Source: an optimization exercise on an open RTL-to-GDS flow (aim: small area). Production flows keep margins and buffers that such runs may drop. Where RTL was checked, it was by simulation tests only, not by an equivalence proof against the original. Power is estimated from default activity; no workload was simulated.

run A:
==> flow/design.v <==
`timescale 1ns / 1ps
`timescale 1ns / 1ps
module mips32_adder (
    input  [31:0] g,
    input  [31:0] p,
    input         cin,
    output [32:0] c
);
assign c[0] = cin;
genvar i;
generate
    for (i = 0; i < 32; i = i + 1) begin : ch
        assign c[i+1] = g[i] | (p[i] & c[i]);
    end
endgenerate
endmodule
`timescale 1ns / 1ps
`timescale 1ns / 1ps
`timescale 1ns / 1ps
`timescale 1ns / 1ps
`timescale 1ns / 1ps
`timescale 1ns / 1ps
module regfile_aoi3 (
    input  [2:0] s,
    input  [2:0] d,
    output       y
);
assign y = ~|(s & d);
endmodule
module regfile_rbit (
    input  [31:1] sel,
    input  [31:1] d,
    output        y
);
wire [10:0] n;
genvar j;
generate
    for (j = 0; j < 10; j = j + 1) begin : g
        regfile_aoi3 a (.s(sel[3*j+3:3*j+1]), .d(d[3*j+3:3*j+1]), .y(n[j]));
    end
endgenerate
assign n[10] = ~(sel[31] & d[31]);
assign y = ~&n;
endmodule
module register_mips32 (
    input         clk,
    input  [4:0]  ra1,
    input  [4:0]  ra2,
    input  [4:0]  wa,
    input         we,
    input  [31:0] wd,
    output [31:0] rd1,
    output [31:0] rd2
);
reg  [31:0] data [31:1];
wire [31:1] s1, s2;
genvar k, b;
generate
    for (k = 1; k < 32; k = k + 1) begin : r
        always @(posedge clk)
            if (we && wa == k)
                data[k] <= wd;
        assign s1[k] = (ra1 == k);
        assign s2[k] = (ra2 == k);
    end
    for (b = 0; b < 32; b = b + 1) begin : c
        wire [31:1] col;
        for (k = 1; k < 32; k = k + 1) begin : e
            assign col[k] = data[k][b];
        end
        regfile_rbit p1 (.sel(s1), .d(col), .y(rd1[b]));
        regfile_rbit p2 (.sel(s2), .d(col), .y(rd2[b]));
    end
endgenerate
endmodule
`timescale 1ns / 1ps
module misp_cpu_top (
    input clk,
    input reset,
    output [31:0] outp,
    output [31:0] pc_p,
    input  [31:0] instr,
    output [31:0] dmem_addr,
    output [31:0] dmem_wdata,
    output        dmem_we,
    input  [31:0] dmem_rdata
);
wire [31:0] IR = instr;
wire [5:0] op = IR[31:26];
wire [5:0] fn = IR[5:0];
reg  [29:0] W;
wire [29:0] W_next;
always @(posedge clk or posedge reset)
    if (reset)
        W <= 30'd0;
    else
        W <= W_next;
assign pc_p = {W, 2'b00};
wire op_R   = ~op[5] & ~op[3] & ~op[2] & ~op[1] & ~op[0];    
wire op_imm = ~op[5] & ~op[4] & op[3];                       
wire op_clz = op[4] & ~op[0];                                
wire is_se  = op[4] & op[0];                                 
wire op_lui = op_imm & op[2] & op[1] & op[0];                
wire r_sum = fn[5] & ~fn[3] & ~fn[2];     
wire r_log = fn[5] & ~fn[3] &  fn[2];     
wire r_slt = fn[5] &  fn[3];              
wire b_rt  = ~op[3] & ~op[5];
wire b_imm = (op_imm & ~op_lui) | op[5];
wire b_lui = op_lui;
wire inv = op_R   ? (fn[1] & ~fn[2]) :
           op_imm ? (op[1] & ~op[2]) :
           (op_clz & fn[0]);
wire uns = op_R ? fn[0] : op[0];
wire k_sum = (op_R & r_sum) | (op_imm & ~op[2] & ~op[1]);
wire k_slt = (op_R & r_slt) | (op_imm & ~op[2] &  op[1]);
wire k_log = (op_R & r_log) | (op_imm & op[2]);
wire k_sh  = (op_R & ~fn[5]) | is_se;
wire k_clz = op_clz;
wire k_ld  = op[5];
wire [1:0] lf = op_R ? fn[1:0] : op[1:0];
wire lf_nor = op_R & lf[1] & lf[0];
wire wen_base = op[5] ? ~op[3] : (op[3] | (op[2:0] == 3'b000));
wire ovf_chk  = (op_R & fn[5] & ~fn[3] & ~fn[2] & ~fn[0]) |
                (op_imm & ~op[2] & ~op[1] & ~op[0]);
wire wa_rd    = op[4] | ~(op[3] | op[5]);
wire is_j  = ~op[5] & ~op[3] & ~op[2] & op[1];
wire is_br = ~op[5] & ~op[3] & (op[2] | op[0]);
wire [31:0] A, T, res;
wire ovf;
register_mips32 regfile (
    .clk(clk),
    .ra1(IR[25:21]),
    .ra2(IR[20:16]),
    .wa(wa_rd ? IR[15:11] : IR[20:16]),
    .we(wen_base & ~(ovf_chk & ovf)),
    .wd(res),
    .rd1(A),
    .rd2(T)
);
wire [31:0] B = ({32{b_rt}} & T) |
                ({32{b_imm}} & {{16{IR[15]}}, IR[15:0]}) |
                ({32{b_lui}} & {IR[15:0], 16'd0});
wire [31:0] Bx = B ^ {32{inv}};
wire [31:0] p = A ^ Bx;
wire [31:0] g = A & Bx;
genvar i;
wire [32:0] c;
mips32_adder add (
    .g(g),
    .p(p),
    .cin(inv),
    .c(c)
);
wire [31:0] sum = p ^ c[31:0];
wire [31:0] o = p | g;
wire [31:0] logic_out = (lf == 2'b00) ? g :
                        (lf == 2'b10) ? p :
                        (o ^ {32{lf_nor}});
wire less = p[31] ? ~c[31] : (A[31] ^ uns);
assign ovf = ~p[31] & (c[31] ^ A[31]);
wire [15:0] z1, c1;
generate
    for (i = 0; i < 16; i = i + 1) begin : lz1
        assign z1[i] = ~p[2*i+1] & ~p[2*i];
        assign c1[i] = ~p[2*i+1];
    end
endgenerate
wire [7:0] z2;
wire [15:0] c2;
generate
    for (i = 0; i < 8; i = i + 1) begin : lz2
        assign z2[i] = z1[2*i+1] & z1[2*i];
        assign c2[2*i+1:2*i] = z1[2*i+1] ? {1'b1, c1[2*i]} : {1'b0, c1[2*i+1]};
    end
endgenerate
wire [3:0] z3;
wire [11:0] c3;
generate
    for (i = 0; i < 4; i = i + 1) begin : lz3
        assign z3[i] = z2[2*i+1] & z2[2*i];
        assign c3[3*i+2:3*i] = z2[2*i+1] ? {1'b1, c2[4*i+1:4*i]} : {1'b0, c2[4*i+3:4*i+2]};
    end
endgenerate
wire [1:0] z4;
wire [7:0] c4;
generate
    for (i = 0; i < 2; i = i + 1) begin : lz4
        assign z4[i] = z3[2*i+1] & z3[2*i];
        assign c4[4*i+3:4*i] = z3[2*i+1] ? {1'b1, c3[6*i+2:6*i]} : {1'b0, c3[6*i+5:6*i+3]};
    end
endgenerate
wire z5 = z4[1] & z4[0];
wire [4:0] c5 = z4[1] ? {1'b1, c4[3:0]} : {1'b0, c4[7:4]};
wire [5:0] cnt = {z5, c5 & {5{~z5}}};
wire eq = z5;
wire sh_var = fn[2];
wire left   = ~fn[1] & ~op[4];
wire arith  = fn[0];
wire rotf   = fn[1] & ~fn[0] & (fn[2] ? IR[6] : IR[21]);
wire [4:0] sh = sh_var ? A[4:0] : IR[10:6];
wire [4:0] sh_r = left ? (5'd0 - sh) : sh;
wire [4:0] ra = is_se ? 5'd0 : sh_r;
wire [4:0] mask_t = ~(sh ^ {1'b0, is_se, 3'b000});
wire fill = arith ? T[31] : is_se & (IR[9] ? T[15] : T[7]);
wire [31:0] s0 = ra[0] ? {T[0],     T[31:1]}   : T;
wire [31:0] s1 = ra[1] ? {s0[1:0],  s0[31:2]}  : s0;
wire [31:0] s2 = ra[2] ? {s1[3:0],  s1[31:4]}  : s1;
wire [31:0] s3 = ra[3] ? {s2[7:0],  s2[31:8]}  : s2;
wire [31:0] s4 = ra[4] ? {s3[15:0], s3[31:16]} : s3;
wire [31:0] tm, sh_out;
generate
    for (i = 0; i < 32; i = i + 1) begin : msk
        assign tm[i] = (i <= mask_t);
    end
    for (i = 0; i < 32; i = i + 1) begin : sho
        wire keep = rotf | (left ? tm[31-i] : tm[i]);
        assign sh_out[i] = keep ? s4[i] : fill;
    end
endgenerate
assign res = ({32{k_sum}} & sum) |
             ({32{k_log}} & logic_out) |
             ({32{k_sh}}  & sh_out) |
             ({32{k_ld}}  & dmem_rdata) |
             {26'd0, {6{k_clz}} & cnt} |
             {31'd0, k_slt & less};
wire sign = A[31];
wire cond = op[2] ? ((op[1] ? (sign | eq) : eq) ^ op[0]) : (sign ^ IR[16]);
wire taken = is_br & cond;
wire sx = ~op[2] & IR[15];
wire [16:0] inc_lo = {1'b0, W[15:0]} + 17'd1;
wire [16:0] tgt_lo = {1'b0, W[15:0]} + {1'b0, IR[15:0]} + 17'd1;
wire up = taken ? (tgt_lo[16] & ~sx) : inc_lo[16];
wire dn = taken & ~tgt_lo[16] & sx;
wire [13:0] w_hi = W[29:16];
wire [14:0] hc;
assign hc[0] = up | dn;
generate
    for (i = 0; i < 14; i = i + 1) begin : hic
        assign hc[i+1] = (w_hi[i] ^ dn) & hc[i];
    end
endgenerate
wire [13:0] n_hi = w_hi ^ hc[13:0];
assign W_next = is_j  ? {W[29:26], IR[25:0]} :
                {n_hi, taken ? tgt_lo[15:0] : inc_lo[15:0]};
assign outp = res;
assign dmem_addr = sum;
assign dmem_wdata = T;
assign dmem_we = op[5] & op[3];
endmodule
==> flow/config.mk <==
export PLATFORM = sky130hd
export DESIGN_NAME = misp_cpu_top
export DESIGN_NICKNAME = misp_cpu_top
export VERILOG_FILES = /design/flow/design.v
export SDC_FILE = /design/flow/constraint.sdc
export NUM_CORES = 8
export LEC_CHECK = 0
export CAP_MARGIN = 5
export CORE_MARGIN = 2
export CORE_UTILIZATION = 55
export SETUP_SLACK_MARGIN = 0.2
export SLEW_MARGIN = 5
export SYNTH_HIERARCHICAL = 1
==> flow/constraint.sdc <==
create_clock -name core_clock -period 11.0 [get_ports {clk}]
set_input_delay 2.2000 -clock core_clock [delete_from_list [all_inputs] [get_ports {clk}]]
set_output_delay 2.2000 -clock core_clock [all_outputs]
set_load 0.01 [all_outputs]
standard.sh (not shown) runs the stock make flow with config.mk's settings and CLKGATE_MAP_FILE= SYNTH_SCRIPT=/design/flow/synth_recipe.tcl, a recipe that flattens the netlist after the stock synthesis.
==> flow/flow/run.sh <==
#!/bin/bash
# Standard layout with: plain buffers on the ports (every port still gets its
# own buffer), and a clock tree with larger sink clusters and no dummy loads.
set -e
export BUFFER_PORTS_ARGS="-buffer_cell sky130_fd_sc_hd__buf_2"
export CTS_ARGS="-sink_clustering_enable -repair_clock_nets -sink_clustering_size 26 -sink_clustering_max_diameter 100 -sink_buffer_max_cap_derate 1.0 -buf_list sky130_fd_sc_hd__clkbuf_16 -dont_use_dummy_load"
bash standard.sh > standard.log 2>&1
Input-level comparison between run B and run A:
- CAP_MARGIN: 5 -> 20
- SLEW_MARGIN: 5 -> 20
diff --git a/flow/flow/run.sh b/flow/flow/run.sh
--- a/flow/flow/run.sh
+++ b/flow/flow/run.sh
@@ -3 +3,3 @@
-# own buffer), and a clock tree with larger sink clusters and no dummy loads.
+# own buffer), a clock tree with larger sink clusters and no dummy loads,
+# and abc run with
+# flow/abc.script (see flow/synth.tcl).
@@ -7 +9,2 @@
-bash standard.sh > standard.log 2>&1
+export FLOW_ABC_SCRIPT=$PWD/flow/abc.script
+bash standard.sh SYNTH_SCRIPT=$PWD/flow/synth.tcl finish > standard.log 2>&1
==> flow/flow/abc.script (new file) <==
&get -n
&st
&dch
&nf -R 1000
&st
&syn2
&if -g -K 6
&synch2
&nf -R 1000
&st
&syn2
&if -g -K 6
&synch2
&nf -R 1000
&st
&syn2
&if -g -K 6
&synch2
&nf -R 1000
&st
&syn2
&if -g -K 6
&synch2
&nf -R 1000
&st
&syn2
&if -g -K 6
&synch2
&nf -R 1000
&put
topo
stime -c
==> flow/flow/synth.tcl (new file) <==
# The standard synthesis (synth_recipe.tcl), with one change: abc maps
# with flow/abc.script instead of ORFS's speed script. Registers are mapped
# before abc, so they are the same as the standard synthesis's.
proc synth {args} { yosys synth -nofsm -noshare {*}$args }
proc abc {args} {
  set i [lsearch -exact $args -script]
  if {$i >= 0} { set args [lreplace $args [expr {$i+1}] [expr {$i+1}] $::env(FLOW_ABC_SCRIPT)] }
  yosys abc {*}$args
}
source $::env(SCRIPTS_DIR)/synth.tcl
# left out here: clear keep_hierarchy, flatten, clean up, hide names made inside functions, write 1_2_yosys.v
==> comparison <==
Relative to run A, worst setup slack decreased by 19 ps in run B.
STATUS time the worst path needs with I/O delays and setup: run B loses against run A
Of run A and run B, run A shows the higher total iterations of the first detailed-routing run, with run B below it.
There was hardly any difference in cell area between run A and run B.
In the metrics for run A and run B, the one carrying the higher area of the die is run A.
Per the comparison of run B with run A, flip-flop and latch count was more or less identical; first-pass GRT wire length was more or less identical; fraction of power consumed by the clock network went down by 0.2 points; transition time at the pin with the least slew margin went down by 45 ps; number of clock buffers in the layout was more or less identical.
Violation count after the first detailed-routing iteration of run B falls short of that of run A by a few percent.
For run C, these inputs were changed with respect to run B:
diff --git a/flow/flow/run.sh b/flow/flow/run.sh
--- a/flow/flow/run.sh
+++ b/flow/flow/run.sh
@@ -3,3 +3 @@
-# own buffer), a clock tree with larger sink clusters and no dummy loads,
-# and abc run with
-# flow/abc.script (see flow/synth.tcl).
+# own buffer), and a clock tree with larger sink clusters and no dummy loads.
@@ -9,2 +7,2 @@
-export FLOW_ABC_SCRIPT=$PWD/flow/abc.script
-bash standard.sh SYNTH_SCRIPT=$PWD/flow/synth.tcl finish > standard.log 2>&1
+export RECOVER_POWER=50
+bash standard.sh > standard.log 2>&1
removed: flow/flow/abc.script
removed: flow/flow/synth.tcl
==> run notes <==
- For run B, the destination of the critical timing path was outp[27], unlike run C, where it was outp[31].
- Run B → run C: count of non-filler cells in the finished layout moved down; maximum frequency level; non-clock buffer count moved down.
- Out of run B and run C, the only run to close with the timing, DRC and antenna checks passing was run B.
Edits applied to the flow inputs when going from run C to run D:
diff --git a/flow/flow/run.sh b/flow/flow/run.sh
--- a/flow/flow/run.sh
+++ b/flow/flow/run.sh
@@ -7 +6,0 @@
-export RECOVER_POWER=50
==> run notes <==
- Looking across run D and run C, the single run that reached the end with no open violations was run D.
- Ran to the end and failed final checks on capacitance limit, slew limit: run C.
- Compared with run C, run D supports a higher clock frequency.
- Going from run C to run D, count of inserted antenna diode cells up 1; combinational power grew by about 2%.
- Run C leaves less setup margin than run D.
- Looking at run D and run C, the wire length reported by the detailed router is a wash.
- | clock network contribution to total cell area | run D vs run C | ≈ equal |
- On overall power, the lower figure sits with run C, not run D.
### run D -> run E
diff --git a/flow/flow/run.sh b/flow/flow/run.sh
--- a/flow/flow/run.sh
+++ b/flow/flow/run.sh
@@ -3 +3,3 @@
-# own buffer), and a clock tree with larger sink clusters and no dummy loads.
+# own buffer), a clock tree with larger sink clusters and no dummy loads,
+# and abc run with
+# flow/abc.script (see flow/synth.tcl).
@@ -7 +9,2 @@
-bash standard.sh > standard.log 2>&1
+export FLOW_ABC_SCRIPT=$PWD/flow/abc.script
+bash standard.sh SYNTH_SCRIPT=$PWD/flow/synth.tcl finish > standard.log 2>&1
==> flow/flow/abc.script (new file) <==
&get -n
&st
&dch
&nf 
&st
&syn2
&if -g -K 6
&synch2
&nf 
&st
&syn2
&if -g -K 6
&synch2
&nf 
&st
&syn2
&if -g -K 6
&synch2
&nf 
&st
&syn2
&if -g -K 6
&synch2
&nf 
&st
&syn2
&if -g -K 6
&synch2
&nf 
&put
topo
stime -c
==> flow/flow/synth.tcl (new file) <==
# The standard synthesis (synth_recipe.tcl), with one change: abc maps
# with flow/abc.script instead of ORFS's speed script. Registers are mapped
# before abc, so they are the same as the standard synthesis's.
proc synth {args} { yosys synth -nofsm -noshare {*}$args }
proc abc {args} {
  set i [lsearch -exact $args -script]
  if {$i >= 0} { set args [lreplace $args [expr {$i+1}] [expr {$i+1}] $::env(FLOW_ABC_SCRIPT)] }
  yosys abc {*}$args
}
source $::env(SCRIPTS_DIR)/synth.tcl
# left out here: clear keep_hierarchy, flatten, clean up, hide names made inside functions, write 1_2_yosys.v
Count of non-CTS buffers in the layout for run E: 129 up relative to run D
Cell total after placement: run E > run D
Run D -> run E: synthesized cell area decreased slightly
Vertical die dimension in run E vs run D: down about 0.46%

* * *

== build 22 ==
Another version of the RTL of misp_cpu_top (not shown whole).
Size: about 3500 cells after synthesis, roughly 200 I/O pins, about 0.049 mm² of cells after synthesis.
==> flow/design.v (excerpt) <==
module misp_cpu_top (
    input clk,
    input reset,
    output [31:0] outp,
    output [31:0] pc_p,
    input  [31:0] instr,
    output [31:0] dmem_addr,
    output [31:0] dmem_wdata,
    output        dmem_we,
    input  [31:0] dmem_rdata
);
Settings: LEC_CHECK=0, CAP_MARGIN=20, CORE_MARGIN=2, CORE_UTILIZATION=40, SETUP_SLACK_MARGIN=0.3, SLEW_MARGIN=20, SYNTH_HIERARCHICAL=1; clock period 11.0 ns.
==> flow/flow/run.sh <==
#!/bin/bash
# Standard layout with: plain buffers on the ports (every port still gets its
# own buffer), and a clock tree with larger sink clusters and no dummy loads.
set -e
export BUFFER_PORTS_ARGS="-buffer_cell sky130_fd_sc_hd__buf_2"
export CTS_ARGS="-sink_clustering_enable -repair_clock_nets -sink_clustering_size 30 -sink_clustering_max_diameter 100 -sink_buffer_max_cap_derate 1.0 -buf_list sky130_fd_sc_hd__clkbuf_16 -dont_use_dummy_load"
bash standard.sh > standard.log 2>&1
What build 76 does differently from build 22 at the input level:
- SETUP_SLACK_MARGIN now 0.1, was 0.3
- CORE_UTILIZATION now 55, was 40
==> flow/flow/run.sh <==
#!/bin/bash
# Standard layout with: plain buffers on the ports (every port still gets its
# own buffer), and a clock tree with larger sink clusters and no dummy loads.
set -e
export BUFFER_PORTS_ARGS="-buffer_cell sky130_fd_sc_hd__buf_2"
export CTS_ARGS="-sink_clustering_enable -repair_clock_nets -sink_clustering_size 26 -sink_clustering_max_diameter 100 -sink_buffer_max_cap_derate 1.0 -buf_list sky130_fd_sc_hd__clkbuf_16 -dont_use_dummy_load"
bash standard.sh > standard.log 2>&1
==> run notes <==
Summary of the comparison: share of layout cells above drive strength 1 is lower in build 76, relative to build 22.
Share of total power in the clock network in build 76 is 0.3 points higher than in build 22
Clock network area share ended up 0.16 points higher on build 76 than on build 22.
Build 76 reports a higher fraction of area in non-clock buffers than build 22 does.
[inputs] build 4 vs build 76
- a change of SETUP_SLACK_MARGIN from 0.1 to 0.3
- a change of CORE_UTILIZATION from 55 to 40
==> flow/flow/run.sh <==
#!/bin/bash
set -e
export BUFFER_PORTS_ARGS="-buffer_cell sky130_fd_sc_hd__buf_1"
export CTS_ARGS="-sink_clustering_enable -repair_clock_nets -sink_clustering_size 16 -sink_clustering_max_diameter 60 -sink_buffer_max_cap_derate 1.0 -buf_list sky130_fd_sc_hd__clkbuf_8 -dont_use_dummy_load"
bash standard.sh > standard.log 2>&1
Diff build 76 -> build 4 | total length of routed wires | increase of 4.6%
Compared with build 76, build 4 shows a post-route total power that is 54 µW higher.
Build 4: overall track demand over capacity in global routing 12 points below build 76
Looking at average via count per standard cell, build 4 sits 9.9% lower than build 76 does.
The run with more setup slack is build 4; build 76 has less.
In the reports for build 4 and build 76, the larger die outline area belongs to build 4.
Min area added between synthesis and finish across build 4 and build 76: build 76
Diff build 76 -> build 4 | cell count | increase of about 11%
Summary: with build 76 as the reference, count of clock buffers in the final design in build 4 moved up by more than half.
Sort build 4 and build 76 by share of power burned in registers, ascending, and build 4 comes first.
### build 4 -> build 20
==> flow/flow/run.sh <==
#!/bin/bash
# Standard layout, with plain buffers on the ports instead of the delay cells
# buffer_ports picks by default. Every port still gets its own buffer.
set -e
export BUFFER_PORTS_ARGS="-buffer_cell sky130_fd_sc_hd__buf_2"
bash standard.sh > standard.log 2>&1
## What came out
- Build 20: number of iterations in the first detailed-routing pass 9 below build 4
- Cmp build 20 vs build 4: time the worst path needs with I/O delays and setup higher in build 20
- Post-route worst setup slack ended up 0.073 ns lower on build 20 than on build 4.
- Build 20 against build 4; routed length on met3 is down by a few percent.
No functional check of the RTL was part of any run of this note.

## separate check: timing with driven ports
The results above use ideal ports. As a check the final layouts listed here were re-extracted and re-timed, cells and wires unchanged.
Step 1 sets driving cells, clkbuf_16 on the clock port and buf_2 on the other inputs (assumed; they add their load-dependent delay and slew).
Step 2 times the ports against the registers' clock, not the clock port: input delays grow and output delays shrink by t, the midpoint of the rising clock arrivals with the driver on.
Three values: ideal ports, drivers, drivers and shift; two values: the first two.
| run | t (ns) | setup WS [ns] | worst register clock-pin slew, ns |
|---|---|---|---|
| run A | 0.698 | 0.174 / 0.152 / 0.152 | 0.11 / 0.11 |
| run B | 0.688 | 0.156 / 0.114 / 0.114 | 0.11 / 0.11 |
| run C | 0.685 | 0.125 / 0.104 / 0.104 | 0.11 / 0.11 |
| run D | 0.689 | 0.200 / 0.154 / 0.154 | 0.11 / 0.11 |
| run E | 0.680 | 0.229 / 0.196 / 0.196 | 0.11 / 0.11 |
| build 22 | 0.717 | 0.295 / 0.264 / 0.264 | 0.12 / 0.12 |
| build 76 | 0.686 | 0.201 / 0.174 / 0.174 | 0.11 / 0.11 |
| build 4 | 0.799 | 0.286 / 0.225 / 0.225 | 0.11 / 0.11 |
| build 20 | 0.783 | 0.213 / 0.188 / 0.188 | 0.07 / 0.07 |
The setup slack of build 4, which loses most, moves by -0.061 ns with the drivers and by -0.061 ns with both steps.
